From an optimization exercise on the open Yosys and OpenROAD flow, aimed at small area; shortcuts taken in it are not production practice.
Where RTL was checked, it was by simulation tests only, not by an equivalence proof against the original.
For run 4, only the layout was checked, not whether the RTL still works.
No activity file was given, so power comes from the tool's default toggle rates.

File: constraint.sdc
create_clock -name core_clock -period 10.0 [get_ports {clk}]
set_input_delay 2.0000 -clock core_clock [delete_from_list [all_inputs] [get_ports {clk}]]
set_output_delay 2.0000 -clock core_clock [all_outputs]
set_load 0.01 [all_outputs]
File: design.v
`timescale 1ns / 1ps
module lcd_controller(
    input rst,
    input clk,
    input rs_in,
	 input [7:0] data_in,
    input strobe_in,
    input [7:0] period_clk_ns,
    output lcd_e,
    output [3:0] lcd_nibble,
    output lcd_rs,
    output lcd_rw,
    output disable_flash,
    output reg done
    );
	localparam lcd_init_rst = 1;
	localparam lcd_init_wait = 2;	
	localparam lcd_init_write_03_01 = 3;
	localparam lcd_init_wait_4ms = 4;
	localparam lcd_init_write_03_02 = 5;
	localparam lcd_init_wait_100us = 6;
	localparam lcd_init_write_03_03 = 7;
	localparam lcd_init_wait_40us = 8;
	localparam lcd_init_write_02 = 9;
	localparam lcd_init_wait_50us = 10;
	localparam lcd_init_state_done = 11;
	localparam lcd_init_strobe = 12;
	reg [3:0] lcd_init_states, lcd_init_state_next;  
	reg [23:0] counter_wait_lcd_init;	
	reg [8:0] counter_wait_strobe_lcd_init, counter_wait_stabilize_lcd_init;
	reg [23:0] time_wait_lcd_init;
	reg [3:0] lcd_init_data_out;   
	reg lcd_init_e_out;            
	reg lcd_init_done;
	localparam lcd_data_rst = 1;
	localparam lcd_data_wait_1us = 2;
	localparam lcd_data_wr_nibble_high = 3;
	localparam lcd_data_wr_nibble_low = 4;	
	localparam lcd_data_strobe = 5;
	localparam lcd_data_wait_40us = 6;
	localparam lcd_data_done = 7;
	reg [19:0] time_wait_lcd_data;
	reg [19:0] counter_wait_lcd_data;	
	reg [8:0] counter_wait_strobe_lcd_data, counter_wait_stabilize_lcd_data;
	reg [3:0] lcd_data_states, lcd_data_state_next;	 
	reg [3:0] lcd_data_data_out;	 
	reg lcd_data_e_out;				 
	always @ (posedge clk)
	begin
		if (rst)	 
			begin
				lcd_init_states <= lcd_init_rst;
				counter_wait_lcd_init <= 0;
				counter_wait_strobe_lcd_init <= 0;
				counter_wait_stabilize_lcd_init <= 0;
				lcd_init_e_out <= 0;
				lcd_init_done <= 0;
				lcd_init_data_out <= 0;
			end
		else
			begin
				case (lcd_init_states)
					lcd_init_rst:
						begin
							time_wait_lcd_init <= 15000000;
							lcd_init_states <= lcd_init_wait;
							lcd_init_state_next <= lcd_init_write_03_01;
						end
					lcd_init_wait:
						begin
							counter_wait_lcd_init <= counter_wait_lcd_init + period_clk_ns;
							if (counter_wait_lcd_init >= time_wait_lcd_init)
								begin
									lcd_init_states <= lcd_init_state_next;
									counter_wait_lcd_init <= 0;
								end
						end
					lcd_init_strobe:
						begin
							counter_wait_stabilize_lcd_init <= counter_wait_stabilize_lcd_init + period_clk_ns;
							if (counter_wait_stabilize_lcd_init >= 40)
								begin
									lcd_init_e_out <= 1;
									counter_wait_strobe_lcd_init <= counter_wait_strobe_lcd_init + period_clk_ns;
									if (counter_wait_strobe_lcd_init >= 240)
										begin
											lcd_init_states <= lcd_init_state_next;
											counter_wait_stabilize_lcd_init <= 0;
											counter_wait_strobe_lcd_init <= 0;
											lcd_init_e_out <= 0;
										end
								end																			
						end
					lcd_init_write_03_01:
						begin
							lcd_init_data_out <= 4'h3;
							lcd_init_states <= lcd_init_strobe;	 
							lcd_init_state_next <= lcd_init_wait_4ms;							
						end
					lcd_init_wait_4ms:
						begin
							time_wait_lcd_init <= 4100000;	 
							lcd_init_states <= lcd_init_wait;
							lcd_init_state_next <= lcd_init_write_03_02;
						end
					lcd_init_write_03_02:
						begin
							lcd_init_data_out <= 4'h3;
							lcd_init_states <= lcd_init_strobe;	 
							lcd_init_state_next <= lcd_init_wait_100us;							
						end
					lcd_init_wait_100us:
						begin
							time_wait_lcd_init <= 100000;	 
							lcd_init_states <= lcd_init_wait;
							lcd_init_state_next <= lcd_init_write_03_03;
						end
					lcd_init_write_03_03:
						begin
							lcd_init_data_out <= 4'h3;
							lcd_init_states <= lcd_init_strobe;	 
							lcd_init_state_next <= lcd_init_wait_40us;							
						end
					lcd_init_wait_40us:
						begin
							time_wait_lcd_init <= 40000;	 
							lcd_init_states <= lcd_init_wait;
							lcd_init_state_next <= lcd_init_write_02;
						end
					lcd_init_write_02:
						begin
							lcd_init_data_out <= 4'h2;
							lcd_init_states <= lcd_init_strobe;	 
							lcd_init_state_next <= lcd_init_wait_50us;							
						end
					lcd_init_wait_50us:
						begin
							time_wait_lcd_init <= 50000;	 
							lcd_init_states <= lcd_init_wait;
							lcd_init_state_next <= lcd_init_state_done;							
						end
					lcd_init_state_done:
						begin
							lcd_init_done <= 1;
							lcd_init_state_next <= lcd_init_state_done;
						end
				endcase
			end
	end
	assign lcd_rw = 0;
	assign lcd_rs = rs_in;
	assign disable_flash = 1;
	assign lcd_e = (!lcd_init_done) ? lcd_init_e_out : lcd_data_e_out;
	assign lcd_nibble = (!lcd_init_done) ? lcd_init_data_out : lcd_data_data_out ;	
	always @ (posedge clk)
	begin
		if (~lcd_init_done)
			begin
				lcd_data_e_out <= 0;
				lcd_data_data_out <= 0;
				lcd_data_states <= lcd_data_rst;
				done <= 0; 
				counter_wait_stabilize_lcd_data <= 0;
				counter_wait_lcd_data <= 0;
				counter_wait_strobe_lcd_data <= 0;
			end
		else
			begin
				case (lcd_data_states)
					lcd_data_rst:
						begin
							done <= 0;
							if (strobe_in == 1)
								begin
									lcd_data_states <= lcd_data_wr_nibble_high;
								end 
							else
								lcd_data_states <= lcd_data_rst;
						end
					lcd_data_wr_nibble_high:
						begin
							lcd_data_data_out <= data_in[7:4];
							lcd_data_states <= lcd_data_strobe;
							lcd_data_state_next <= lcd_data_wait_1us;							
						end
					lcd_data_strobe:
						begin
							counter_wait_stabilize_lcd_data <= counter_wait_stabilize_lcd_data + period_clk_ns;
							if (counter_wait_stabilize_lcd_data >= 40)
								begin
									lcd_data_e_out <= 1;
									counter_wait_strobe_lcd_data <= counter_wait_strobe_lcd_data + period_clk_ns;
									if (counter_wait_strobe_lcd_data >= 240)
										begin
											lcd_data_states <= lcd_data_state_next;
											counter_wait_stabilize_lcd_data <= 0;
											counter_wait_strobe_lcd_data <= 0;
											lcd_data_e_out <= 0;
										end
								end
						end
					lcd_data_wait_1us:
						begin
							counter_wait_lcd_data <= counter_wait_lcd_data + period_clk_ns;
							if (counter_wait_lcd_data >= 1000)
								begin
									lcd_data_states <= lcd_data_wr_nibble_low;
									counter_wait_lcd_data <= 0;
								end
						end
					lcd_data_wr_nibble_low:
						begin
							lcd_data_data_out <= data_in[3:0];
							lcd_data_states <= lcd_data_strobe;
							lcd_data_state_next <= lcd_data_wait_40us;							
						end
					lcd_data_wait_40us:
						begin
							counter_wait_lcd_data <= counter_wait_lcd_data + period_clk_ns;
							if (counter_wait_lcd_data >= 40000)
								begin
									lcd_data_states <= lcd_data_done;
									counter_wait_lcd_data <= 0;
								end
						end
					lcd_data_done:
						begin
							done <= 1;
							lcd_data_states <= lcd_data_rst;
						end
				endcase
			end
	end
endmodule
File: run.sh
#!/bin/bash
# synth_recipe.tcl (not shown) runs the flow's synth.tcl, then flattens the netlist and writes it again
# the make line also repeats each setting of config.mk as NAME=value (left out here)
make -C /OpenROAD-flow-scripts/flow DESIGN_CONFIG=/design/flow/config.mk WORK_HOME=/design/flow/orfs CLKGATE_MAP_FILE= SYNTH_SCRIPT=/design/flow/synth_recipe.tcl finish
File: config.mk
export PLATFORM = sky130hd
export DESIGN_NAME = lcd_controller
export DESIGN_NICKNAME = lcd_controller
export VERILOG_FILES = /design/flow/design.v
export SDC_FILE = /design/flow/constraint.sdc
export NUM_CORES = 4
export LEC_CHECK = 0
export CAP_MARGIN = 20
export CORE_MARGIN = 2
export CORE_UTILIZATION = 40
export SLEW_MARGIN = 20
==> qor.txt, run 1 <==
Relative area change from synthesis to final layout - 13.9%
Syn Area/Cell - 8.64 um2
Proportion of power drawn by the clock network - 42.3%
Drt via density - 5.45
Fraction of synthesis flops using an asynchronous set or reset pin - 0%
Storage cell area - 2510 um2
Root buffer cell - clkbuf_16
Total wirelength of the detailed-routed design - 16,200 um
Sequential group share of total power - 38.4%
Switching Share - 28.9%
Clock slew seen by the registers of the worst setup and hold paths - 0.05 ns
Register bit total from synthesis - 116
Horizontal die dimension - 139 um
Outcome - timing/DRC/antenna clean
Count of standard-cell rows - 49
Startpoint kind of the worst setup timing path - input pin
Diode count - 0
Worst vdd ir - 0.130 mV
Critical-path maximum fanout - 10
Cell with the most instances after synthesis - dfxtp_1
Achievable clock frequency - 0.223 GHz
Number of enable flip-flop cells after synthesis - 19
Number of vias after detailed routing - 5,976
Number of maximum-capacitance violations - 0
Yosys cell types - 68
Leading cell types by count after synthesis - dfxtp_1, nor2_1, ha_1, a21oi_1, nand2_1
Total global-route track usage - 17.3%
Area share of the leading cell type in the synthesized netlist - 26.6%
Final HPWL DP - 11,400 um
Antenna-violating nets left - 0
Share of total power in combinational logic - 19.3%
Cell internal power dissipation - 1050 uW
Worst reg-to-reg path cell count - 8
CTS H-tree depth - 4
Endpoint kind of the worst setup timing path - flop
Setup TNS Final - 0 ns
Core outline area - 17,900 um2
Number of remaining DRC errors - 0
Power per cell area - 178 nW/um2
Worst path required time - 10.35 ns
Vias in the first global route - 5,762
Relative slew slack - 39.0%
Placement-stage cell area - 7690 um2
P_sw - 426 uW
Portion of the clock cycle consumed by the worst path in the final layout - 44.9%
Unrepaired setup endpoints after global routing - false
Detailed-route wire length per cell - 14.8 um
TritonCTS clock tree - done
DRC violation total after the first TritonRoute iteration - 342
Worst-case clock skew - 0.00689 ns
Overall overflow remaining after global route - 0
Max Buffers Root-to-Sink - 2
Yosys top cell by area - dfxtp_1
Gp weighted congestion - 0.805
Wire length of the first global-routing pass - 27,700 um
Cell depth of the worst hold path - 2
Area of the die - 19,300 um2
Final design area excluding fillers - 8300 um2
Static power due to leakage - 0.00330 uW
Multi-input combinational cell area - 4470 um2
Hold violation count in the final report - 0
Hold crit path type - flop to flop
Number of fill cells in the layout - 1,754
Total of buffers placed on input and output ports - 24
Worst-margin pin slew - 0.914 ns
Synthesized netlist cell count - 844
Arrival @ worst endpoint - 4.84 ns
Hold bufs inserted after CTS - 0
Cell area after technology mapping - 7290 um2
Top cells by area in the synthesized netlist - dfxtp_1, ha_1, edfxtp_1
Crit Path Category - input pin to flop
Quantity of gates resized following cts - 0
Final net count - 949
CTS buffer count - 17
Min Tclk post-route - 4.49 ns
Sequential cell area fraction in the yosys report - 34.5%
Sink Count - 116
Number of top-level design ports - 29
Postcts setup bufs - 0
Main flop type after synthesis - dfxtp_1
Share of layout cells above drive strength 1 - 7.03%
Antenna violations before repair - 0
Pins over their slew limit - 0
Initial Utilization - 40.7%
Final setup violation count - 0
Pin count of the biggest net entering global routing - 40
Warning count from the yosys run - 1
Height of the die - 139 um
Insertion delay to the later sink of the worst-skew pair - 0.41 ns
Count of TritonRoute iterations in the first routing pass - 4
Finished Core Util - 46.4%
==> per-stage QoR <==
stage | cells | worst slack [ns] | hold WS (ns) | total power [uW]
floorplan | 844 | 5.88 | 0.426 | 785
global placement | 1066 | 5.05 | 0.442 | 858
detailed placement | 1066 | 5.05 | 0.451 | 861
CTS | 1097 | 5.48 | 0.459 | 1490
global route | 1097 | 5.25 | 0.478 | 1550
finish | 1097 | 5.51 | 0.458 | 1470
==> final timing paths <==
check	from	endpoint	slack, ns
setup reg to reg	time_wait_lcd_init[20]	counter_wait_lcd_init[8]	7.19
hold / removal	counter_wait_strobe_lcd_data[0]	counter_wait_strobe_lcd_data[0]	0.46
setup / recovery	period_clk_ns[1]	counter_wait_lcd_init[14]	5.51
hold reg to reg	counter_wait_strobe_lcd_data[0]	counter_wait_strobe_lcd_data[0]	0.46
==> worst max-delay path, stage by stage <==
cell             delay [ns]
clkdlybuf4s50_1        0.78
inv_1                  0.24
fa_1                   0.51
nor2b_1                0.17
o2111ai_1              0.15
nand3b_1               0.30
nand3_1                0.18
or4_1                  0.41
nand3_1                0.09
==> cell families after synthesis <==
family	count (synthesis)	synth area share, %
muxes	15	2.09
buffers and inverters	77	4.26
AOI/OAI and AO/OA	225	20.9
xor gates and xnor gates	36	4.32
and+or+nand+nor	299	20.6
DFF	116	34.5
adders and majority gates	74	13.3
other	2	0.103
==> state kept, by name, summed over array words and instances (netlist names) <==
register,count
counter_wait_lcd_init,24
counter_wait_lcd_data,20
time_wait_lcd_init,14
counter_wait_stabilize_lcd_data,9
counter_wait_stabilize_lcd_init,9
counter_wait_strobe_lcd_data,9
counter_wait_strobe_lcd_init,9
lcd_data_data_out,4
lcd_init_state_next,4
lcd_init_states,4
lcd_data_states,3
lcd_init_data_out,2
done,1
lcd_data_e_out,1
lcd_data_state_next,1
lcd_init_done,1
lcd_init_e_out,1
==> final cells by class <==
type / count / share of cell area (%)
clock buffers: 24 / 6.18
clock inverters: 7 / 1.15
inverters: 43 / 1.94
multi-input cells: 651 / 53.9
flip-flops and latches: 116 / 30.3
well taps: 229 / 3.45
repair buffers: 27 / 3.17
==> placed cells by master (no fill, tap or decap), types with 19 or more instances in the layout <==
master           count
dfxtp_1             97
a21oi_1             65
a21o_1              20
o21ai_0             36
nand3_1             31
a22oi_1             21
ha_1                67
inv_1               43
clkdlybuf4s50_1     24
nor2_1              89
nand2_1             62
edfxtp_1            19
xnor2_1             25
==> power by group through the flow <==
| stage | clock network (uW) | logic, uW | registers (uW) |
|---|---|---|---|
| after floorplan | 0 | 239 | 546 |
| after global placement | 0 | 283 | 575 |
| after detailed placement | 0 | 285 | 576 |
| after CTS | 637 | 287 | 567 |
| after global routing | 657 | 322 | 572 |
| final | 624 | 284 | 566 |
==> routing by layer <==
layer | global-route usage (%) | vias to the layer above | part of all wire (%)
li1 | - | 3104 | -
met1 | 22.6 | 2787 | 49
met2 | 28.7 | 64 | 46
met3 | 3.31 | 21 | 2.8
met4 | 5.90 | 0 | 1.8
met5 | 0 | - | 0
==> run 2, diff against run 1 <==
==> design.v (replaced) <==
`timescale 1ns / 1ps
module lcd_controller(
    input rst,
    input clk,
    input rs_in,
    input [7:0] data_in,
    input strobe_in,
    input [7:0] period_clk_ns,
    output lcd_e,
    output [3:0] lcd_nibble,
    output lcd_rs,
    output lcd_rw,
    output disable_flash,
    output reg done
    );
    localparam PH_WAIT = 2'd0, PH_WR = 2'd1, PH_STB = 2'd2, PH_LD = 2'd3;
    reg [2:0] idx;
    reg [1:0] ph;
    reg [24:0] cnt;      
    reg [8:0] hold;      
    reg [3:0] nib;
    reg e;
    wire [8:0] stab = cnt[8:0];
    wire active = (stab >= 9'd40);
    wire hold_done = (hold >= 9'd240);
    wire stb_exit = active & hold_done;
    wire wait_done = ~cnt[24];
    assign lcd_rw = 1'b0;
    assign lcd_rs = rs_in;
    assign disable_flash = 1'b1;
    assign lcd_e = e;
    assign lcd_nibble = nib;
    reg [24:0] k;
    always @* begin
        case (ph)
            PH_LD:
                case (idx)
                    3'd0: k = -25'd15000000;
                    3'd1: k = -25'd4100000;
                    3'd2: k = -25'd100000;
                    3'd3: k = -25'd40000;
                    default: k = -25'd50000;
                endcase
            PH_STB: k = (idx[0]) ? -25'd1000 : -25'd40000;
            default: k = 25'd0;
        endcase
    end
    wire load = (ph == PH_LD) | (ph == PH_WR) | ((ph == PH_STB) & stb_exit);
    always @(posedge clk) begin
        done <= (idx == 3'd7) & (ph == PH_WR);
        cnt <= load ? k : cnt + {17'd0, period_clk_ns};
        hold <= (ph == PH_STB) ? hold + (active ? {1'b0, period_clk_ns} : 9'd0) : 9'd0;
        if (rst) begin
            idx <= 3'd0;
            ph <= PH_LD;
            nib <= 4'd0;
            e <= 1'b0;
        end else begin
            case (ph)
                PH_LD:
                    if (idx != 3'd5)
                        ph <= PH_WAIT;
                    else if (strobe_in)
                        ph <= PH_WR;
                PH_WAIT:
                    if (wait_done)
                        ph <= PH_WR;
                PH_WR: begin
                    case (idx)
                        3'd0, 3'd1, 3'd2: nib <= 4'h3;
                        3'd3: nib <= 4'h2;
                        3'd4: nib <= 4'h0;
                        3'd5: nib <= data_in[7:4];
                        3'd6: nib <= data_in[3:0];
                        default: ;
                    endcase
                    if (idx == 3'd4 || idx == 3'd7) begin
                        idx <= 3'd5;
                        ph <= PH_LD;
                    end else
                        ph <= PH_STB;
                end
                PH_STB:
                    if (active) begin
                        e <= 1'b1;
                        if (hold_done) begin
                            e <= 1'b0;
                            idx <= idx + 3'd1;
                            ph <= (idx[2]) ? PH_WAIT : PH_LD;
                        end
                    end
            endcase
        end
    end
endmodule
==> qor.txt, run 2 <==
Vias in the first global route - 2,438 (-58%)
Worst setup timing slack at the placement stage - 5.44 ns (+0.387 ns)
Area of the die - 7870 um2 (-59%)
Syn Area/Cell - 8.54 um2 (-1.1%)
Yosys top cell by area - dfxtp_1
Drt via density - 5.59 (+2.6%)
Portion of the clock cycle consumed by the worst path in the final layout - 42.7% (-2.2 points)
Worst r2r dst - hold[8]
Register with the most flip-flops - cnt
Worst flop-to-flop path startpoint - cnt[8]
Critical-path maximum fanout - 8 (-2)
Top cells by area in the synthesized netlist - dfxtp_1, ha_1, o211ai_1
Hold violation count in the final report - 0 (unchanged)
Max reg flops - 25 (+4.2%)
Most frequent cells in the layout - dfxtp_1, nor2_1, clkdlybuf4s50_1, o21ai_0, ha_1
Worst path required time - 10.24 ns (-0.11 ns)
Detailed-route wire length per cell - 14.9 um (+0.67%)
Diode count - 0 (unchanged)
Max Buffers Root-to-Sink - 2 (unchanged)
Sink Count - 45 (-61%)
Worst vdd ir - 0.0810 mV (-38%)
CTS buffer count - 5 (-12)
Startpoint kind of the worst setup timing path - input pin
Worst Hold Launch - nib[0]
Initial Utilization - 41.8% (+1.1 points)
Number of top-level design ports - 29 (unchanged)
Largest registers ranked by flip-flop count - cnt (25), hold (9), nib (4)
Worst hold slack - 0.478 ns (+0.0206 ns)
Cell-by-cell listing of the critical path - clkdlybuf4s50_1 > ha_1 > inv_1 > fa_1 > nand2b_1 > a21o_1 > a211o_4 > or4_1 > nand3_1
Insertion delay to the later sink of the worst-skew pair - 0.30 ns (-0.11 ns)
Endpoint kind of the worst setup timing path - flop
Yosys cell types - 58 (-15%)
Final setup violation count - 0 (unchanged)
Area share of the leading cell type in the synthesized netlist - 31.4% (+4.8 points)
Number of remaining DRC errors - 0 (unchanged)
Worst-case clock skew - 0.00779 ns (+0.000899 ns)
Crit path setup slack, layout - 5.73 ns (+0.222 ns)
Register-to-Register Setup Slack - 7.34 ns (+0.15 ns)
Pin count of the biggest net entering global routing - 30 (-25%)
Relative slew slack - 46.7% (+7.7 points)
TritonCTS clock tree - done
Leading cell types by count after synthesis - dfxtp_1, nor2_1, o21ai_0, ha_1
CTS H-tree depth - 2 (-2)
Overall overflow remaining after global route - 0 (unchanged)
Pins over their slew limit - 0 (unchanged)
Setup TNS Final - 0 ns (unchanged)
Main flop type after synthesis - dfxtp_1
Highest cell delay on the worst timing path - 0.48 ns (-0.30 ns)
CP delay by family, top - simple AND/OR/NAND/NOR gates
Worst reg-to-reg path cell count - 10 (+2)
Antenna violations before repair - 0 (unchanged)
Final net count - 393 (-59%)
Hold bufs inserted after CTS - 0 (unchanged)
Cell depth of the worst hold path - 2 (unchanged)
Cell area after technology mapping - 2870 um2 (-61%)
Outcome - timing/DRC/antenna clean
Number of fill cells in the layout - 725 (-59%)
Arrival @ worst endpoint - 4.51 ns (-0.33 ns)
Horizontal die dimension - 88.7 um (-36%)
Finished Core Util - 47.2% (+0.86 points)
Worst hold endpoint - nib[0]
Number of maximum-capacitance violations - 0 (unchanged)
Total global-route track usage - 17.9% (+0.62 points)
Warning count from the yosys run - 1 (unchanged)
DRC violation total after the first TritonRoute iteration - 96 (-72%)
Slowest-stage cell, CP - clkdlybuf4s50_1
Final HPWL DP - 4850 um (-57%)
Total wirelength of the detailed-routed design - 6630 um (-59%)
Crit Path Category - input pin to flop
Core outline area - 6870 um2 (-62%)
Clock slew seen by the registers of the worst setup and hold paths - 0.09 ns (+0.04 ns)
Synthesized netlist cell count - 336 (-60%)
Min Tclk post-route - 4.27 ns (-0.222 ns)
Achievable clock frequency - 0.234 GHz (+5.2%)
Share of layout cells above drive strength 1 - 5.43% (-1.6 points)
Cell with the most instances after synthesis - dfxtp_1
Gp weighted congestion - 0.872 (+8.4%)
Final design area excluding fillers - 3240 um2 (-61%)
Placement-stage cell area - 3130 um2 (-59%)
Total of buffers placed on input and output ports - 24 (unchanged)
Commonest non-fill, non-tap cell in the layout - dfxtp_1
Count of TritonRoute iterations in the first routing pass - 4 (unchanged)
Count of buffer and inverter cells on the critical path - 2 (unchanged)
Fraction of synthesis flops using an asynchronous set or reset pin - 0% (unchanged)
Hold crit path type - flop to flop
Static power due to leakage - 0.00124 uW (-62%)
Sequential cell area fraction in the yosys report - 31.4% (-3.1 points)
Number of vias after detailed routing - 2,494 (-58%)
Unrepaired setup endpoints after global routing - false
Wire length of the first global-routing pass - 11,100 um (-60%)
Postcts setup bufs - 0 (unchanged)
Root buffer cell - clkbuf_8
Quantity of gates resized following cts - 0 (unchanged)
Register bit total from synthesis - 45 (-61%)
Power per cell area - 206 nW/um2 (+16%)
Count of standard-cell rows - 30 (-39%)
Antenna-violating nets left - 0 (unchanged)
Relative area change from synthesis to final layout - 13.0%
Number of enable flip-flop cells after synthesis - 0 (-19)
Height of the die - 88.7 um (-36%)
Worst-margin pin slew - 0.799 ns (-0.114 ns)
## run 2: cell types whose count changed in the layout (fill, tap and decap cells not counted), moves of 18 or more
cell / change
dfxtp_1: -52
edfxtp_1: -19
nand2_1: -47
nand3_1: -22
clkbuf_16: -18
a22oi_1: -20
ha_1: -45
a21oi_1: -47
nor2_1: -59
inv_1: -30
## run 2: final cells by class
type	count	area (um2)	share of cell area, %
Clock inverter	2	38.8	1.20
Multi-Input combinational cell	260	1820	56.2
Sequential cell	45	901	27.8
Timing Repair Buffer	24	240	7.40
Clock buffer	6	72.6	2.24
Inverter	13	48.8	1.50
Tap cell	96	120	3.70
## run 2: cell families after synthesis
kind of cell | Yosys count | synth area share (%)
adders and majority gates | 24 | 11.0
and+or+nand+nor | 97 | 17.7
DFF | 45 | 31.4
AOI/OAI and AO/OA | 110 | 26.2
muxes | 3 | 1.09
buffers and inverters | 31 | 5.10
xor gates and xnor gates | 24 | 7.32
other | 2 | 0.262
## run 2: worst register-to-register path: cells and delay by family (launching register included)
kind / cells / cell delay (ns)
AND/OR/NAND/NOR: 3 / 0.68
flip-flops: 1 / 0.39
multiplexers: 1 / 0.12
AO/OA/AOI/OAI: 4 / 0.75
adder cells (fa/ha/maj): 2 / 0.61
## run 2: worst max path at each step
stage	startpoint	end	slack (ns)	cells after the start
2_1_floorplan	rs_in	lcd_rs	5.88	1
3_3_place_gp	period_clk_ns[0]	cnt[24]	5.49	9
3_5_place_dp	period_clk_ns[0]	cnt[24]	5.44	9
4_1_cts	period_clk_ns[0]	cnt[24]	5.73	9
5_1_grt	period_clk_ns[0]	cnt[24]	5.66	9
6_report	period_clk_ns[0]	cnt[24]	5.73	9
## run 2: routing by layer
metal / routed length, um / track usage [%] / vias to the layer above / share of wire, %
li1: - / - / 1247 / -
met1: 3210 / 23.3 / 1191 / 48
met2: 3140 / 30.1 / 49 / 47
met3: 216 / 3.26 / 7 / 3.3
met4: 67 / 5.51 / 0 / 1.0
met5: 0 / 0 / - / 0
## run 2: power by group
part | switching [uW] | total [uW] | internal (uW)
clock | 65.7 | 141 | 75.1
combinational | 148 | 267 | 119
sequential | 39.1 | 261 | 222
total | 253 | 669 | 417
## run 2: per-stage QoR
stage,power [uW],instances
2_1_floorplan,469,336
5_1_grt,721,446
3_5_place_dp,530,438
4_1_cts,674,446
3_3_place_gp,526,438
6_report,669,446
==> run 3, diff against run 2 <==
--- a/design.v
+++ b/design.v
@@ -18,4 +18,3 @@
     reg [1:0] ph;
-    reg [24:0] cnt;      
-    reg [8:0] hold;      
+    reg [23:0] cnt;
     reg [3:0] nib;
@@ -23,6 +22,21 @@
     wire [8:0] stab = cnt[8:0];
+    wire [8:0] hold = cnt[17:9];
     wire active = (stab >= 9'd40);
     wire hold_done = (hold >= 9'd240);
+    wire stb = (ph == PH_STB);
+    wire [9:0] lo_sum = {1'b0, stab} + {2'b0, period_clk_ns};
+    wire [7:0] hi_add = (stb & active) ? period_clk_ns : {7'd0, lo_sum[9] & ~stb};
+    wire [14:0] hi_sum = cnt[23:9] + {7'd0, hi_add};
     wire stb_exit = active & hold_done;
-    wire wait_done = ~cnt[24];
+    reg wait_done;
+    always @* begin
+        case (idx)
+            3'd0: wait_done = (cnt[23] & (cnt[22] & (cnt[21] & (cnt[18] & (cnt[15] & (cnt[14] & (cnt[13] & (cnt[9] | (cnt[8] & (cnt[7] & cnt[6]))))))))));
+            3'd1: wait_done = (cnt[21] & (cnt[20] & (cnt[19] & (cnt[18] & (cnt[17] & (cnt[15] & (cnt[12] | (cnt[11] & (cnt[10] & (cnt[9] & (cnt[8] & (cnt[7] & (cnt[6] | cnt[5])))))))))))));
+            3'd2: wait_done = (cnt[16] & (cnt[15] & (cnt[10] & (cnt[9] & (cnt[8] | (cnt[7] & (cnt[6] | cnt[5])))))));
+            3'd3, 3'd7: wait_done = (cnt[15] & (cnt[12] & (cnt[11] & (cnt[10] & (cnt[8] | (cnt[7] | cnt[6]))))));
+            3'd4: wait_done = (cnt[15] & (cnt[14] & (cnt[10] | (cnt[9] & (cnt[8] & (cnt[7] | (cnt[6] & (cnt[5] | cnt[4]))))))));
+            default: wait_done = (cnt[10] | (cnt[9] & (cnt[8] & (cnt[7] & (cnt[6] & (cnt[5] & (cnt[4] | cnt[3])))))));
+        endcase
+    end
     assign lcd_rw = 1'b0;
@@ -32,17 +46,2 @@
     assign lcd_nibble = nib;
-    reg [24:0] k;
-    always @* begin
-        case (ph)
-            PH_LD:
-                case (idx)
-                    3'd0: k = -25'd15000000;
-                    3'd1: k = -25'd4100000;
-                    3'd2: k = -25'd100000;
-                    3'd3: k = -25'd40000;
-                    default: k = -25'd50000;
-                endcase
-            PH_STB: k = (idx[0]) ? -25'd1000 : -25'd40000;
-            default: k = 25'd0;
-        endcase
-    end
     wire load = (ph == PH_LD) | (ph == PH_WR) | ((ph == PH_STB) & stb_exit);
@@ -50,4 +49,3 @@
         done <= (idx == 3'd7) & (ph == PH_WR);
-        cnt <= load ? k : cnt + {17'd0, period_clk_ns};
-        hold <= (ph == PH_STB) ? hold + (active ? {1'b0, period_clk_ns} : 9'd0) : 9'd0;
+        cnt <= load ? 24'd0 : {hi_sum, lo_sum[8:0]};
         if (rst) begin
==> qor.txt, run 3 <==
Worst-case clock skew - 0.00757 ns (-0.000212 ns)
Worst setup timing slack at the placement stage - 4.78 ns (-0.659 ns)
Number of enable flip-flop cells after synthesis - 0 (unchanged)
Sum of met3 wire segment lengths after detailed routing - 187 um (-13%)
Postcts setup bufs - 0 (unchanged)
Register bit total from synthesis - 35 (-22%)
Register-to-Register Setup Slack - 6.85 ns (-0.49 ns)
Core outline area - 5850 um2 (-15%)
Area of the die - 6600 um2 (-16%)
Wire length of the first global-routing pass - 8780 um (-21%)
Critical-path maximum fanout - 5 (-3)
Hold bufs inserted after CTS - 0 (unchanged)
Cell depth of the worst hold path - 2 (unchanged)
Max reg flops - 24 (-4.0%)
Sink Count - 35 (-22%)
Crit Path Category - input pin to flop
Portion of the clock cycle consumed by the worst path in the final layout - 49.3% (+6.6 points)
Initial Utilization - 40.8% (-0.98 points)
Antenna-violating nets left - 0 (unchanged)
Count of standard-cell rows - 28 (-6.7%)
Hold violation count in the final report - 0 (unchanged)
Worst path required time - 10.14 ns (-0.10 ns)
Yosys cell types - 55 (-5.2%)
Antenna violations before repair - 0 (unchanged)
Vias in the first global route - 1,851 (-24%)
Startpoint kind of the worst setup timing path - input pin
Top cells by area in the synthesized netlist - dfxtp_1, ha_1, nor2_1
Storage cell area - 701 um2 (-22%)
Largest registers ranked by flip-flop count - cnt (24), nib (4), idx (3)
Height of the die - 81.3 um (-8.4%)
Max Buffers Root-to-Sink - 2 (unchanged)
Final HPWL DP - 4110 um (-15%)
Fraction of synthesis flops using an asynchronous set or reset pin - 0% (unchanged)
Diode count - 0 (unchanged)
Final net count - 345 (-12%)
Relative area change from synthesis to final layout - 14.2%
Arrival @ worst endpoint - 5.07 ns (+0.56 ns)
Total global-route track usage - 17.4% (-0.53 points)
Area share of the leading cell type in the synthesized netlist - 29.4% (-2.0 points)
Register with the most flip-flops - cnt
Uppermost layer routed - met4
Worst hold slack - 0.454 ns (-0.0247 ns)
Most frequent cells in the layout - dfxtp_1, nor2_1, clkdlybuf4s50_1, ha_1, a21oi_1
Amount of wire on met2 after detailed routing - 2460 um (-22%)
Horizontal die dimension - 81.3 um (-8.4%)
Overall overflow remaining after global route - 0 (unchanged)
Achievable clock frequency - 0.203 GHz (-13%)
Power per cell area - 166 nW/um2 (-20%)
Slowest-stage cell, CP - clkdlybuf4s50_1
Crit path setup slack, layout - 5.07 ns (-0.657 ns)
CTS buffer count - 5 (unchanged)
Detailed-route wire length per cell - 14.5 um (-2.8%)
DRC violation total after the first TritonRoute iteration - 104 (+8.3%)
Synthesized netlist cell count - 281 (-16%)
Sum of routed wire segments on met1 - 2760 um (-14%)
Drt via density - 5.43 (-2.9%)
Pins over their slew limit - 0 (unchanged)
Cell area after technology mapping - 2390 um2 (-17%)
Number of top-level design ports - 29 (unchanged)
Commonest non-fill, non-tap cell in the layout - dfxtp_1
Outcome - timing/DRC/antenna clean
CTS H-tree depth - 2 (unchanged)
Worst r2r dst - cnt[19]
Cell-by-cell listing of the critical path - clkdlybuf4s50_1 > ha_1 > a21oi_1 > o211ai_1 > o211ai_1 > o21ai_0 > ha_1 > fa_1 > a21oi_1 > o2111ai_1 > nand4_1 > xor2_1 > nor2_1
Worst reg-to-reg path cell count - 11 (+1)
Worst hold endpoint - nib[3]
Leading cell types by count after synthesis - dfxtp_1, nor2_1, ha_1, a21oi_1, and2_1
Clock slew seen by the registers of the worst setup and hold paths - 0.08 ns (about the same)
Overall power consumption - 452 uW (-33%)
Setup TNS Final - 0 ns (unchanged)
Insertion delay to the later sink of the worst-skew pair - 0.29 ns (about the same)
Static power due to leakage - 0.000997 uW (-20%)
Worst Hold Launch - nib[3]
Unrepaired setup endpoints after global routing - false
Min Tclk post-route - 4.93 ns (+0.657 ns)
Final setup violation count - 0 (unchanged)
Number of remaining DRC errors - 0 (unchanged)
Number of fill cells in the layout - 575 (-21%)
Endpoint kind of the worst setup timing path - flop
Syn Area/Cell - 8.50 um2 (-0.55%)
Count of TritonRoute iterations in the first routing pass - 4 (unchanged)
Root buffer cell - clkbuf_8
Pin count of the biggest net entering global routing - 21 (-30%)
Warning count from the yosys run - 1 (unchanged)
Yosys top cell by area - dfxtp_1
TritonCTS clock tree - done
Total of buffers placed on input and output ports - 24 (unchanged)
Worst vdd ir - 0.0826 mV (+1.9%)
Highest cell delay on the worst timing path - 0.44 ns (-0.04 ns)
Worst-margin pin slew - 0.809 ns (+0.00919 ns)
Multi-input combinational cell area - 1560 um2 (-14%)
Gp weighted congestion - 0.807 (-7.5%)
Total wirelength of the detailed-routed design - 5450 um (-18%)
Share of layout cells above drive strength 1 - 4.30% (-1.1 points)
Worst flop-to-flop path startpoint - cnt[6]
Quantity of gates resized following cts - 0 (unchanged)
Number of vias after detailed routing - 2,048 (-18%)
Main flop type after synthesis - dfxtp_1
Hold crit path type - flop to flop
Number of maximum-capacitance violations - 0 (unchanged)
Sequential cell area fraction in the yosys report - 29.4% (-2.0 points)
Relative slew slack - 46.1% (-0.61 points)
Cell with the most instances after synthesis - dfxtp_1
==> run 3: changes by cell type after synthesis, sizes merged, moves of 5 or more <==
cell,previous run,this run
o211ai,19,6
o21ai,25,12
dfxtp,45,35
nor3,4,13
xnor2,11,4
nor2,30,24
and3,8,3
xor2,13,8
==> run 3: layer usage <==
metal | vias up | track usage [%]
met1 | 936 | 23.5
met5 | - | 0
met2 | 38 | 28.0
met3 | 5 | 3.33
met4 | 0 | 5.25
li1 | 1069 | -
==> run 3: how the worst max path moves through the flow <==
stage,startpoint,slack [ns],end,cells after the start
floorplan,period_clk_ns[1],5.60,cnt[19],12
global placement,period_clk_ns[1],4.87,cnt[19],13
detailed placement,period_clk_ns[1],4.78,cnt[19],13
CTS,period_clk_ns[1],5.07,cnt[19],13
finish,period_clk_ns[1],5.07,cnt[19],13
global route,period_clk_ns[1],4.82,cnt[19],13
==> run 3: where the power goes <==
part / internal (uW) / switching (uW) / leakage, uW
clock network: 48.9 / 52.8 / 0.0000422
logic: 73.1 / 81.9 / 0.000669
registers: 160 / 34.4 / 0.000285
==> run 3: stage by stage <==
stage          std cells  instance area (um2)  util, %
2_1_floorplan        281                 2390        -
3_3_place_gp         369                 2650     45.2
3_5_place_dp         369                 2650     45.2
4_1_cts              377                 2730     46.6
5_1_grt              377                 2730     46.6
6_report             377                 2730     46.6
==> run 3: cells by family (layout without fill, tap and decap cells) <==
kind of cell             after synthesis  count (layout)  share of synthesized area (%)
XOR/XNOR                              12              12                           4.40
multiplexers                           2               2                          0.839
buffers and inverters                 24              45                           5.24
AND/OR/NAND/NOR                      106             106                           23.6
adder cells (fa/ha/maj)               24              24                           13.2
flip-flops                            35              35                           29.4
AO/OA/AOI/OAI                         76              76                           23.0
other                                  2               2                          0.315
==> run 3: critical path: cells and delay by family <==
family	cells	cell delay, ns
AO/OA/AOI/OAI	6	1.26
adder cells (fa/ha/maj)	3	0.97
buffers and inverters	1	0.44
AND/OR/NAND/NOR	2	0.24
XOR/XNOR	1	0.16
==> run 3: final cells by class <==
| class | instances | share of cell area [%] |
|---|---|---|
| Inverter | 13 | 1.79 |
| Multi-Input combinational cell | 222 | 57.3 |
| Tap cell | 75 | 3.44 |
| Clock buffer | 7 | 2.80 |
| Clock inverter | 1 | 0.184 |
| Timing Repair Buffer | 24 | 8.81 |
| Sequential cell | 35 | 25.7 |
==> run 4, diff against run 3 <==
--- a/design.v
+++ b/design.v
@@ -23,8 +23,31 @@
     wire [8:0] hold = cnt[17:9];
-    wire active = (stab >= 9'd40);
-    wire hold_done = (hold >= 9'd240);
+    wire active = stab[8] | stab[7] | stab[6] | (stab[5] & (stab[4] | stab[3]));
+    wire hold_done = hold[8] | (hold[7] & hold[6] & hold[5] & hold[4]);
     wire stb = (ph == PH_STB);
-    wire [9:0] lo_sum = {1'b0, stab} + {2'b0, period_clk_ns};
-    wire [7:0] hi_add = (stb & active) ? period_clk_ns : {7'd0, lo_sum[9] & ~stb};
-    wire [14:0] hi_sum = cnt[23:9] + {7'd0, hi_add};
+    wire [9:0] lo_c;
+    wire [8:0] lo_sum;
+    assign lo_c[0] = 1'b0;
+    genvar i;
+    generate
+        for (i = 0; i < 8; i = i + 1) begin : lo_fa
+            assign lo_sum[i] = stab[i] ^ period_clk_ns[i] ^ lo_c[i];
+            assign lo_c[i+1] = (stab[i] & period_clk_ns[i]) | (lo_c[i] & (stab[i] ^ period_clk_ns[i]));
+        end
+    endgenerate
+    assign lo_sum[8] = stab[8] ^ lo_c[8];
+    assign lo_c[9] = stab[8] & lo_c[8];
+    wire [7:0] hi_add = (stb & active) ? period_clk_ns : {7'd0, lo_c[9] & ~stb};
+    wire [15:0] hi_c;
+    wire [14:0] hi_sum;
+    assign hi_c[0] = 1'b0;
+    generate
+        for (i = 0; i < 8; i = i + 1) begin : hi_fa
+            assign hi_sum[i] = cnt[9+i] ^ hi_add[i] ^ hi_c[i];
+            assign hi_c[i+1] = (cnt[9+i] & hi_add[i]) | (hi_c[i] & (cnt[9+i] ^ hi_add[i]));
+        end
+        for (i = 8; i < 15; i = i + 1) begin : hi_ha
+            assign hi_sum[i] = cnt[9+i] ^ hi_c[i];
+            assign hi_c[i+1] = cnt[9+i] & hi_c[i];
+        end
+    endgenerate
     wire stb_exit = active & hold_done;
@@ -49,3 +72,3 @@
         done <= (idx == 3'd7) & (ph == PH_WR);
-        cnt <= load ? 24'd0 : {hi_sum, lo_sum[8:0]};
+        cnt <= load ? 24'd0 : {hi_sum, lo_sum};
         if (rst) begin
--- a/config.mk
+++ b/config.mk
@@ -10,2 +10,5 @@
 export CORE_UTILIZATION = 40
+export CTS_BUF_LIST = sky130_fd_sc_hd__clkbuf_2 sky130_fd_sc_hd__clkbuf_4
+export CTS_CLUSTER_DIAMETER = 100
+export CTS_CLUSTER_SIZE = 40
 export SLEW_MARGIN = 20
==> qor.txt, run 4 <==
Outcome - timing/DRC/antenna clean
Area share of the leading cell type in the synthesized netlist - 35.0% (+5.6 points)
Vias in the first global route - 1,445 (-22%)
Worst hold slack - 0.470 ns (+0.0166 ns)
Cell area after technology mapping - 2000 um2 (-16%)
Total wirelength of the detailed-routed design - 3970 um (-27%)
Min Tclk post-route - 9.68 ns (+4.76 ns)
Gp weighted congestion - 0.890 (+10%)
Hold violation count in the final report - 0 (unchanged)
Final design area excluding fillers - 2320 um2 (-15%)
Detailed-route wire length per cell - 14.1 um (-2.2%)
Sink Count - 35 (unchanged)
Achievable clock frequency - 0.103 GHz (-49%)
Number of maximum-capacitance violations - 0 (unchanged)
Setup TNS Final - 0 ns (unchanged)
Number of fill cells in the layout - 451 (-22%)
Yosys top cell by area - dfxtp_1
Worst path required time - 10.25 ns (+0.11 ns)
Relative area change from synthesis to final layout - 16.1%
Multi-input combinational cell area - 1230 um2 (-21%)
Power per cell area - 138 nW/um2 (-17%)
Overall overflow remaining after global route - 0 (unchanged)
Sequential cell area fraction in the yosys report - 35.0% (+5.6 points)
Number of remaining DRC errors - 0 (unchanged)
Wire length of the first global-routing pass - 6620 um (-25%)
Hold bufs inserted after CTS - 0 (unchanged)
Register-to-Register Setup Slack - 2.18 ns (-4.67 ns)
Worst-case clock skew - 0.00460 ns (-0.00298 ns)
Area of the die - 5590 um2 (-15%)
Clock slew seen by the registers of the worst setup and hold paths - 0.09 ns (about the same)
Endpoint kind of the worst setup timing path - flop
Worst-margin pin slew - 0.531 ns (-0.278 ns)
Diode count - 0 (unchanged)
CP Capture Point - cnt[23]
Number of top-level design ports - 29 (unchanged)
Pins over their slew limit - 0 (unchanged)
Largest registers ranked by flip-flop count - cnt (24), nib (4), idx (3)
Number of cells on the critical path - 28 (+15)
Core outline area - 4790 um2 (-18%)
Pin count of the biggest net entering global routing - 24 (+14%)
Slowest-stage cell, CP - clkdlybuf4s50_1
DRC violation total after the first TritonRoute iteration - 47 (-55%)
Storage cell area - 701 um2 (unchanged)
CP delay by family, top - adder cells
Static power due to leakage - 0.000956 uW (-4.1%)
Worst Hold Launch - nib[1]
Total of buffers placed on input and output ports - 24 (unchanged)
TritonCTS clock tree - done
Final setup violation count - 0 (unchanged)
Worst vdd ir - 0.0716 mV (-13%)
CTS buffer count - 5 (unchanged)
Crit Path Category - input pin to flop
Horizontal die dimension - 74.7 um (-8.0%)
Postcts setup bufs - 0 (unchanged)
Count of standard-cell rows - 25 (-11%)
Height of the die - 74.7 um (-8.0%)
Highest cell delay on the worst timing path - 0.45 ns (about the same)
Root buffer cell - clkbuf_4
Register with the most flip-flops - cnt
Number of vias after detailed routing - 1,468 (-28%)
Fraction of synthesis flops using an asynchronous set or reset pin - 0% (unchanged)
Leading cell types by count after synthesis - dfxtp_1, and2_1, ha_1, fa_1, nor2_1
Max reg flops - 24 (unchanged)
Worst reg-to-reg path cell count - 27 (+16)
Cell type with the highest occurrence count on the critical path - fa_1
Critical-path maximum fanout - 2 (-3)
Max Buffers Root-to-Sink - 2 (unchanged)
Synthesized netlist cell count - 193 (-31%)
Cell with the most instances after synthesis - dfxtp_1
Insertion delay to the later sink of the worst-skew pair - 0.32 ns (+0.03 ns)
Arrival @ worst endpoint - 9.93 ns (+4.86 ns)
Register bit total from synthesis - 35 (unchanged)
Startpoint of the worst setup timing path - period_clk_ns[0]
Count of buffer and inverter cells on the critical path - 2 (+1)
Share of layout cells above drive strength 1 - 7.94% (+3.6 points)
Final HPWL DP - 3100 um (-25%)
Relative slew slack - 64.6% (+18 points)
Total global-route track usage - 15.6% (-1.8 points)
Startpoint kind of the worst setup timing path - input pin
Unrepaired setup endpoints after global routing - false
Drt via density - 5.22 (-3.8%)
Commonest non-fill, non-tap cell in the layout - dfxtp_1
Final net count - 264 (-23%)
Worst flop-to-flop path startpoint - cnt[0]
Portion of the clock cycle consumed by the worst path in the final layout - 96.8% (+48 points)
Most frequent cells in the layout - dfxtp_1, and2_1, clkdlybuf4s50_1, ha_1, nor2_1
CTS H-tree depth - 2 (unchanged)
Yosys cell types - 44 (-20%)
Warning count from the yosys run - 1 (unchanged)
Main flop type after synthesis - dfxtp_1
Initial Utilization - 41.8% (+1.0 points)
Antenna violations before repair - 0 (unchanged)
Top cells by area in the synthesized netlist - dfxtp_1, fa_1, and2_1
Hold crit path type - flop to flop
Worst r2r dst - cnt[23]
Number of enable flip-flop cells after synthesis - 0 (unchanged)
Placement-stage cell area - 2270 um2 (-14%)
Quantity of gates resized following cts - 0 (unchanged)
Antenna-violating nets left - 0 (unchanged)
Count of TritonRoute iterations in the first routing pass - 4 (unchanged)
Syn Area/Cell - 10.4 um2 (+22%)
-- run 4: cell count changes in the layout (fill, tap and decap cells not counted), sizes merged, moves of 9 or more --
cell / delta
inv: -9
a21oi: -13
fa: +12
nor2: -10
and2: +21
-- run 4: per-layer routing --
| layer | routed length (um) | track usage, % |
|---|---|---|
| met5 | 0 | 0 |
| met4 | 51 | 6.75 |
| met3 | 185 | 4.15 |
| met2 | 1890 | 25.2 |
| met1 | 1850 | 19.7 |
-- run 4: stage by stage --
step           util, %  power (uW)  setup WS (ns)  cells
3_5_place_dp      47.4         254         -0.198    275
4_1_cts           48.3         323          0.123    281
2_1_floorplan        -         226          0.708    193
5_1_grt           48.5         343        0.00269    281
6_report          48.5         320          0.317    281
3_3_place_gp      47.4         250         -0.111    275
-- run 4: logic make-up (layout without fill, tap and decap cells) --
family | count (synthesis) | in the layout | synth area share, %
buffers and inverters | 14 | 35 | 4.00
AOI/OAI and AO/OA | 39 | 39 | 14.7
muxes | 3 | 3 | 1.50
and+or+nand+nor | 70 | 70 | 20.6
other | 2 | 2 | 0.375
xor gates and xnor gates | 1 | 1 | 0.438
DFF | 35 | 35 | 35.0
adders and majority gates | 29 | 29 | 23.4
-- run 4: worst min path at each step --
stage,to,slack [ns],cells past startpoint
floorplan,ph[0],0.47,2
global placement,nib[1],0.45,2
detailed placement,nib[1],0.46,2
CTS,nib[1],0.48,2
global route,nib[1],0.50,2
finish,nib[1],0.47,2
-- run 4: where the power goes --
part / switching (uW) / total (uW) / internal (uW)
clock: 40.8 / 68.5 / 27.7
combinational: 35.4 / 77.2 / 41.8
sequential: 19.1 / 174 / 155
-- run 4: worst reg2reg max path, cell delays in order (launching register included) --
cell	delay [ns]
dfxtp_1	0.31
ha_1	0.19
fa_1	0.39
fa_1	0.39
fa_1	0.40
fa_1	0.40
fa_1	0.40
fa_2	0.35
fa_2	0.35
ha_1	0.19
inv_1	0.05
o21ai_0	0.09
ha_2	0.20
fa_1	0.38
fa_1	0.40
fa_2	0.36
fa_1	0.38
fa_1	0.38
fa_1	0.39
fa_1	0.39
ha_1	0.20
ha_1	0.18
ha_1	0.18
ha_1	0.17
ha_1	0.18
ha_1	0.19
xnor2_1	0.12
nor3_1	0.13
-- run 4: area by class of cell --
| type | instances | area share [%] |
|---|---|---|
| sequential | 35 | 30.2 |
| clock buffer | 6 | 1.94 |
| inverter | 4 | 0.646 |
| multi-input combinational | 144 | 53.0 |
| timing repair buffer | 25 | 10.7 |
| tap | 67 | 3.61 |
==> run 5, diff against run 4 <==
--- a/design.v
+++ b/design.v
@@ -20,3 +20,2 @@
     reg [3:0] nib;
-    reg e;
     wire [8:0] stab = cnt[8:0];
@@ -67,3 +66,3 @@
     assign disable_flash = 1'b1;
-    assign lcd_e = e;
+    assign lcd_e = stb & (|hold);
     assign lcd_nibble = nib;
@@ -77,3 +76,2 @@
             nib <= 4'd0;
-            e <= 1'b0;
         end else begin
@@ -104,9 +102,5 @@
                 PH_STB:
-                    if (active) begin
-                        e <= 1'b1;
-                        if (hold_done) begin
-                            e <= 1'b0;
-                            idx <= idx + 3'd1;
-                            ph <= (idx[2]) ? PH_WAIT : PH_LD;
-                        end
+                    if (stb_exit) begin
+                        idx <= idx + 3'd1;
+                        ph <= (idx[2]) ? PH_WAIT : PH_LD;
                     end
==> flow/run.sh (new file) <==
#!/bin/bash
# Standard layout, with 1x port buffers, ABC's buffers removed and power recovery
# (downsizing of gates off the critical path) after global routing.
set -euo pipefail
export BUFFER_PORTS_ARGS="-buffer_cell sky130_fd_sc_hd__buf_1"
bash standard.sh REMOVE_ABC_BUFFERS=1 RECOVER_POWER=100 finish > make_finish.log 2>&1
==> standard.sh (new file) <==
#!/bin/bash
# synth_recipe.tcl (not shown) runs the flow's synth.tcl, then flattens the netlist and writes it again
# the make line also repeats each setting of config.mk as NAME=value (left out here)
make -C /OpenROAD-flow-scripts/flow DESIGN_CONFIG=/design/flow/config.mk WORK_HOME=/design/flow/orfs CLKGATE_MAP_FILE= SYNTH_SCRIPT=/design/flow/synth_recipe.tcl "${@:-finish}"
--- a/config.mk
+++ b/config.mk
@@ -10,5 +10,2 @@
 export CORE_UTILIZATION = 40
-export CTS_BUF_LIST = sky130_fd_sc_hd__clkbuf_2 sky130_fd_sc_hd__clkbuf_4
-export CTS_CLUSTER_DIAMETER = 100
-export CTS_CLUSTER_SIZE = 40
 export SLEW_MARGIN = 20
removed: run.sh
==> qor.txt, run 5 <==
Leading cell types by count after synthesis - and2_1, dfxtp_1, ha_1, fa_1, nor2_1
Achievable clock frequency - 0.106 GHz (+2.5%)
Cell internal power dissipation - 241 uW (+7.4%)
Hold violation count in the final report - 0 (unchanged)
Antenna violations before repair - 0 (unchanged)
Core outline area - 4750 um2 (-0.65%)
Overall power consumption - 349 uW (+9.1%)
Number of enable flip-flop cells after synthesis - 0 (unchanged)
Yosys top cell by area - dfxtp_1
Largest registers ranked by flip-flop count - cnt (24), nib (4), idx (3)
Syn Area/Cell - 10.2 um2 (-1.8%)
Number of vias after detailed routing - 1,443 (-1.7%)
Fraction of synthesis flops using an asynchronous set or reset pin - 0% (unchanged)
CTS buffer count - 5 (unchanged)
Vias in the first global route - 1,392 (-3.7%)
Root buffer cell - clkbuf_8
Area of the die - 5520 um2 (-1.2%)
Insertion delay to the later sink of the worst-skew pair - 0.28 ns (-0.04 ns)
Antenna-violating nets left - 0 (unchanged)
Final net count - 264 (unchanged)
Share of layout cells above drive strength 1 - 5.56% (-2.4 points)
Count of standard-cell rows - 25 (unchanged)
Startpoint kind of the worst setup timing path - input pin
Clock slew seen by the registers of the worst setup and hold paths - 0.07 ns (-0.02 ns)
P_sw - 108 uW (+13%)
Most frequent cells in the layout - dfxtp_1, and2_1, buf_1, ha_1, fa_1
Worst Hold Launch - nib[0]
Final setup violation count - 0 (unchanged)
Initial Utilization - 41.6% (-0.28 points)
Total global-route track usage - 15.9% (+0.32 points)
Power per cell area - 159 nW/um2 (+16%)
Pins over their slew limit - 0 (unchanged)
Quantity of gates resized following cts - 0 (unchanged)
CP Capture Point - cnt[23]
Register with the most flip-flops - cnt
Endpoint kind of the worst setup timing path - flop
Wire length of the first global-routing pass - 6720 um (+1.4%)
Total of buffers placed on input and output ports - 24 (unchanged)
Area share of the leading cell type in the synthesized netlist - 34.5% (-0.55 points)
Yosys cell types - 44 (unchanged)
Portion of the clock cycle consumed by the worst path in the final layout - 94.4% (-2.4 points)
Number of remaining DRC errors - 0 (unchanged)
Warning count from the yosys run - 1 (unchanged)
Arrival @ worst endpoint - 9.59 ns (-0.34 ns)
Diode count - 0 (unchanged)
Pin count of the biggest net entering global routing - 24 (unchanged)
Sink Count - 34 (-2.9%)
Relative area change from synthesis to final layout - 11.0%
Setup TNS Final - 0 ns (unchanged)
Worst flop-to-flop path startpoint - cnt[0]
Register-to-Register Setup Slack - 2.09 ns (-0.09 ns)
Outcome - timing/DRC/antenna clean
Number of maximum-capacitance violations - 0 (unchanged)
Relative slew slack - 49.6% (-15 points)
Detailed-route wire length per cell - 13.5 um (-4.3%)
Sequential group share of total power - 48.4% (-6.0 points)
Worst reg-to-reg path cell count - 27 (unchanged)
Startpoint of the worst setup timing path - period_clk_ns[0]
DRC violation total after the first TritonRoute iteration - 148 (+210%)
Number of fill cells in the layout - 485 (+7.5%)
Sequential cell area fraction in the yosys report - 34.5% (-0.55 points)
Horizontal die dimension - 74.3 um (-0.62%)
Min Tclk post-route - 9.44 ns (-0.238 ns)
Worst r2r dst - cnt[23]
Number of top-level design ports - 29 (unchanged)
Total wirelength of the detailed-routed design - 3830 um (-3.6%)
TritonCTS clock tree - done
Switching Share - 30.9% (+1.1 points)
Unrepaired setup endpoints after global routing - false
Proportion of power drawn by the clock network - 30.2% (+8.8 points)
Overall overflow remaining after global route - 0 (unchanged)
Hold crit path type - flop to flop
Critical-path maximum fanout - 2 (unchanged)
Cell area after technology mapping - 1980 um2 (-1.3%)
Final HPWL DP - 2890 um (-7.0%)
Max reg flops - 24 (unchanged)
Height of the die - 74.3 um (-0.62%)
Crit Path Category - input pin to flop
Hold bufs inserted after CTS - 0 (unchanged)
Count of TritonRoute iterations in the first routing pass - 4 (unchanged)
Worst vdd ir - 0.0773 mV (+8.0%)
Commonest non-fill, non-tap cell in the layout - dfxtp_1
Main flop type after synthesis - dfxtp_1
Max Buffers Root-to-Sink - 2 (unchanged)
Register bit total from synthesis - 34 (-2.9%)
Worst-margin pin slew - 0.746 ns (+0.215 ns)
Worst-case clock skew - 0.0113 ns (+0.00673 ns)
Gp weighted congestion - 0.834 (-6.3%)
Top cells by area in the synthesized netlist - dfxtp_1, fa_1, and2_1
Worst path required time - 10.15 ns (-0.10 ns)
Drt via density - 5.10 (-2.4%)
Share of total power in combinational logic - 21.4% (-2.7 points)
Postcts setup bufs - 0 (unchanged)
Static power due to leakage - 0.000884 uW (-7.5%)
CTS H-tree depth - 2 (unchanged)
Synthesized netlist cell count - 194 (+0.52%)
## run 5: worst max-delay path, stage by stage
cell,delay [ns]
buf_1,0.09
ha_1,0.21
fa_1,0.38
fa_1,0.39
fa_1,0.38
fa_1,0.39
fa_1,0.39
fa_1,0.39
fa_1,0.40
ha_1,0.21
nand2_1,0.06
o21ai_0,0.08
ha_1,0.20
fa_1,0.40
fa_1,0.39
fa_1,0.41
fa_1,0.40
fa_1,0.39
fa_1,0.38
fa_1,0.37
ha_1,0.19
ha_1,0.18
ha_1,0.18
ha_1,0.17
ha_1,0.18
ha_1,0.18
xnor2_1,0.13
nor3_1,0.06
## run 5: power groups by stage
| stage | clock network (uW) | registers (uW) | logic, uW |
|---|---|---|---|
| final | 105 | 169 | 74.6 |
| after global routing | 115 | 172 | 86.6 |
| after CTS | 109 | 169 | 76.1 |
| after detailed placement | 0 | 172 | 75.4 |
| after global placement | 0 | 172 | 73.3 |
| after floorplan | 0 | 167 | 56.1 |
## run 5: kinds of logic (layout without fill, tap and decap cells)
| logic type | count (synthesis) | count (layout) | share of synthesized area [%] |
|---|---|---|---|
| and+or+nand+nor | 77 | 77 | 23.9 |
| AOI/OAI and AO/OA | 36 | 36 | 13.6 |
| DFF | 34 | 34 | 34.5 |
| adders and majority gates | 29 | 29 | 23.7 |
| buffers and inverters | 15 | 37 | 3.55 |
| other | 2 | 2 | 0.380 |
| xor gates and xnor gates | 1 | 1 | 0.443 |
## run 5: worst min path at each step
stage                  end  slack, ns  cells past startpoint
floorplan           nib[1]       0.48                      2
global placement    nib[0]       0.46                      2
detailed placement  nib[0]       0.46                      2
CTS                 nib[0]       0.47                      2
global route        nib[2]       0.53                      2
finish              nib[0]       0.47                      2
## run 5: final cells by class
| class | count | area, um2 | area share (%) |
|---|---|---|---|
| Clock buffer | 6 | 82.6 | 3.76 |
| Multi-Input combinational cell | 145 | 1220 | 55.8 |
| Inverter | 5 | 18.8 | 0.856 |
| Timing Repair Buffer | 24 | 90.1 | 4.11 |
| Sequential cell | 34 | 681 | 31.0 |
| Clock inverter | 2 | 12.5 | 0.570 |
| Tap cell | 67 | 83.8 | 3.82 |
## run 5: per-stage QoR
step | instance area [um2] | hold WS, ns | cells | worst slack (ns) | utilization [%]
final | 2190 | 0.471 | 283 | 0.555 | 46.1
after global routing | 2190 | 0.532 | 283 | 0.231 | 46.1
after CTS | 2190 | 0.475 | 283 | 0.513 | 46.1
after detailed placement | 2100 | 0.461 | 275 | 0.233 | 44.1
after global placement | 2100 | 0.461 | 275 | 0.289 | 44.1
after floorplan | 1920 | 0.481 | 184 | 0.706 | -
## run 5: layer usage
layer,GRT usage (%),share of wire [%],up-vias
li1,-,-,723
met1,22.8,49,700
met2,23.8,47,18
met3,4.34,3.3,2
met4,4.17,0.57,0
met5,0,0,-
==> run 6, diff against run 5 <==
--- a/config.mk
+++ b/config.mk
@@ -10,2 +10,5 @@
 export CORE_UTILIZATION = 40
+export CTS_BUF_LIST = sky130_fd_sc_hd__clkbuf_2 sky130_fd_sc_hd__clkbuf_4
+export CTS_CLUSTER_DIAMETER = 100
+export CTS_CLUSTER_SIZE = 40
 export SLEW_MARGIN = 20
==> qor.txt, run 6 <==
Register bit total from synthesis - 34 (unchanged)
Initial Utilization - 41.6% (unchanged)
Max reg flops - 24 (unchanged)
Worst r2r dst - cnt[23]
Final net count - 264 (unchanged)
Hold violation count in the final report - 0 (unchanged)
Portion of the clock cycle consumed by the worst path in the final layout - 93.9% (-0.54 points)
Total global-route track usage - 16.0% (+0.056 points)
Root buffer cell - clkbuf_4
Height of the die - 74.3 um (unchanged)
CP Capture Point - cnt[23]
Worst reg-to-reg path cell count - 27 (unchanged)
Diode count - 0 (unchanged)
Worst-margin pin slew - 0.750 ns (+0.00386 ns)
Overall overflow remaining after global route - 0 (unchanged)
Area share of the leading cell type in the synthesized netlist - 34.5% (unchanged)
Most frequent cells in the layout - dfxtp_1, and2_1, buf_1, ha_1, fa_1
Number of fill cells in the layout - 484 (-0.21%)
Max Buffers Root-to-Sink - 2 (unchanged)
Arrival @ worst endpoint - 9.63 ns (+0.04 ns)
Sum of met3 wire segment lengths after detailed routing - 178 um (+42%)
Number of enable flip-flop cells after synthesis - 0 (unchanged)
Gp weighted congestion - 0.834 (unchanged)
Min Tclk post-route - 9.39 ns (-0.0538 ns)
Unrepaired setup endpoints after global routing - false
Hold bufs inserted after CTS - 0 (unchanged)
Leading cell types by count after synthesis - and2_1, dfxtp_1, ha_1, fa_1, nor2_1
Antenna violations before repair - 0 (unchanged)
Amount of wire on met2 after detailed routing - 1760 um (-2.3%)
Worst hold slack - 0.477 ns (+0.00588 ns)
Warning count from the yosys run - 1 (unchanged)
Final setup violation count - 0 (unchanged)
Count of TritonRoute iterations in the first routing pass - 4 (unchanged)
Yosys top cell by area - dfxtp_1
Insertion delay to the later sink of the worst-skew pair - 0.33 ns (+0.05 ns)
Uppermost layer routed - met4
Worst path required time - 10.24 ns (+0.09 ns)
Antenna-violating nets left - 0 (unchanged)
Yosys cell types - 44 (unchanged)
Worst flop-to-flop path startpoint - cnt[0]
Share of layout cells above drive strength 1 - 5.09% (-0.46 points)
Cell depth of the worst hold path - 2 (unchanged)
Register-to-Register Setup Slack - 2.08 ns (about the same)
Number of vias after detailed routing - 1,447 (+0.28%)
TritonCTS clock tree - done
Syn Area/Cell - 10.2 um2 (unchanged)
Number of remaining DRC errors - 0 (unchanged)
Total wirelength of the detailed-routed design - 3820 um (-0.37%)
Count of standard-cell rows - 25 (unchanged)
Commonest non-fill, non-tap cell in the layout - dfxtp_1
Clock slew seen by the registers of the worst setup and hold paths - 0.11 ns (+0.04 ns)
DRC violation total after the first TritonRoute iteration - 139 (-6.1%)
Top cells by area in the synthesized netlist - dfxtp_1, fa_1, and2_1
Relative area change from synthesis to final layout - 8.93%
Main flop type after synthesis - dfxtp_1
Crit Path Category - input pin to flop
Sum of routed wire segments on met1 - 1850 um (-1.4%)
Sequential cell area fraction in the yosys report - 34.5% (unchanged)
Power per cell area - 147 nW/um2 (-7.4%)
Fraction of synthesis flops using an asynchronous set or reset pin - 0% (unchanged)
Wire length of the first global-routing pass - 6710 um (-0.21%)
Synthesized netlist cell count - 194 (unchanged)
Area of the die - 5520 um2 (unchanged)
Pins over their slew limit - 0 (unchanged)
CTS buffer count - 5 (unchanged)
Outcome - timing/DRC/antenna clean
Register with the most flip-flops - cnt
Quantity of gates resized following cts - 0 (unchanged)
Pin count of the biggest net entering global routing - 24 (unchanged)
Worst vdd ir - 0.0716 mV (-7.5%)
Horizontal die dimension - 74.3 um (unchanged)
Number of maximum-capacitance violations - 0 (unchanged)
Static power due to leakage - 0.000865 uW (-2.2%)
Cell area after technology mapping - 1980 um2 (unchanged)
Drt via density - 5.11 (+0.28%)
Postcts setup bufs - 0 (unchanged)
Setup TNS Final - 0 ns (unchanged)
Endpoint kind of the worst setup timing path - flop
CTS H-tree depth - 2 (unchanged)
Total of buffers placed on input and output ports - 24 (unchanged)
Worst-case clock skew - 0.0187 ns (+0.00739 ns)
Achievable clock frequency - 0.106 GHz (+0.57%)
Critical-path maximum fanout - 2 (unchanged)
Relative slew slack - 49.4% (-0.26 points)
Number of top-level design ports - 29 (unchanged)
Detailed-route wire length per cell - 13.5 um (-0.37%)
Startpoint of the worst setup timing path - period_clk_ns[0]
Core outline area - 4750 um2 (unchanged)
Sink Count - 34 (unchanged)
Hold crit path type - flop to flop
Startpoint kind of the worst setup timing path - input pin
Largest registers ranked by flip-flop count - cnt (24), nib (4), idx (3)
Final HPWL DP - 2890 um (unchanged)
Vias in the first global route - 1,401 (+0.65%)
-- run 6: cell counts after synthesis --
No cell type changed its count.
-- run 6: layout make-up --
cell class,count,area [um2],area share (%)
clock inverters,3,16.3,0.756
multi-input cells,145,1220,56.9
repair buffers,24,90.1,4.19
inverters,5,18.8,0.872
well taps,67,83.8,3.90
flip-flops and latches,34,681,31.6
clock buffers,5,37.5,1.74
-- run 6: where the power goes --
| group | switching [uW] | internal, uW | leakage [uW] |
|---|---|---|---|
| clock | 47.3 | 26.2 | 0.0000286 |
| sequential | 19.4 | 150 | 0.000277 |
| combinational | 38.7 | 35.9 | 0.000559 |
-- run 6: through the flow --
step | instance area (um2) | setup slack [ns] | total power, uW | cells | utilization [%]
3_5_place_dp | 2100 | 0.233 | 247 | 275 | 44.1
2_1_floorplan | 1920 | 0.706 | 223 | 184 | -
5_1_grt | 2150 | 0.291 | 343 | 283 | 45.3
4_1_cts | 2150 | 0.567 | 322 | 283 | 45.3
6_report | 2150 | 0.609 | 317 | 283 | 45.3
3_3_place_gp | 2100 | 0.289 | 245 | 275 | 44.1
-- run 6: cells by family (layout without fill, tap and decap cells) --
kind of cell               count (synthesis)  count (layout)  share of synthesized area [%]
DFF                                       34              34                           34.5
xor gates and xnor gates                   1               1                          0.443
AOI/OAI and AO/OA                         36              36                           13.6
adders and majority gates                 29              29                           23.7
other                                      2               2                          0.380
and+or+nand+nor                           77              77                           23.9
buffers and inverters                     15              37                           3.55
-- run 6: worst min-delay path by stage --
stage                     startpoint      to  slack, ns
after floorplan               nib[1]  nib[1]       0.48
after global placement        nib[0]  nib[0]       0.46
after detailed placement      nib[0]  nib[0]       0.46
after CTS                     nib[0]  nib[0]       0.48
after global routing          nib[0]  nib[0]       0.54
final                         nib[0]  nib[0]       0.48
-- run 6: layer usage --
metal,vias up,GRT usage [%]
met5,-,0
met3,2,4.74
met4,0,4.17
li1,721,-
met2,27,23.8
met1,697,22.7
-- run 6: critical path: stages --
cell and delay (ns):
buf_1 0.09, ha_1 0.21, fa_1 0.38, fa_1 0.39, fa_1 0.38, fa_1 0.39
fa_1 0.39, fa_1 0.39, fa_1 0.40, ha_1 0.21, nand2_1 0.06, o21ai_0 0.08
ha_1 0.20, fa_1 0.39, fa_1 0.39, fa_1 0.41, fa_1 0.40, fa_1 0.39
fa_1 0.38, fa_1 0.37, ha_1 0.19, ha_1 0.18, ha_1 0.18, ha_1 0.17
ha_1 0.18, ha_1 0.18, xnor2_1 0.12, nor3_1 0.12

## what the ideal ports hide
Ports are ideal in the flow. The routed layouts listed here were re-timed in OpenROAD.
Step 1 assumes that a clkbuf_16 drives the clock port and a buf_2 every other input.
Step 2, shift: input delay + t, output delay - t, t = (earliest + latest rising clock arrival at the registers) / 2. This alone moves slack from input paths to output paths.
Three values: no drivers, after step 1, after step 2; two values: the first two.
run	t (ns)	slack for setup (ns)	worst setup path at the end	worst register clock-pin slew, ns	pins driven straight from the clock port
run 1	0.451	5.509 / 5.527 / 5.077	input to register	0.06 / 0.06	1
run 2	0.327	5.731 / 5.739 / 5.412	input to register	0.09 / 0.09	1
run 3	0.313	5.075 / 5.082 / 4.769	input to register	0.08 / 0.08	1
run 4	0.343	0.317 / 0.320 / -0.023	input to register	0.09 / 0.09	1
run 5	0.302	0.555 / 0.561 / 0.259	input to register	0.08 / 0.08	1
run 6	0.347	0.609 / 0.612 / 0.266	input to register	0.12 / 0.12	1
Met with ideal ports but missed after step 2: setup timing in run 4. For run 1, which loses most, drivers alone change the setup slack by +0.018 ns; drivers and shift together by -0.432 ns.
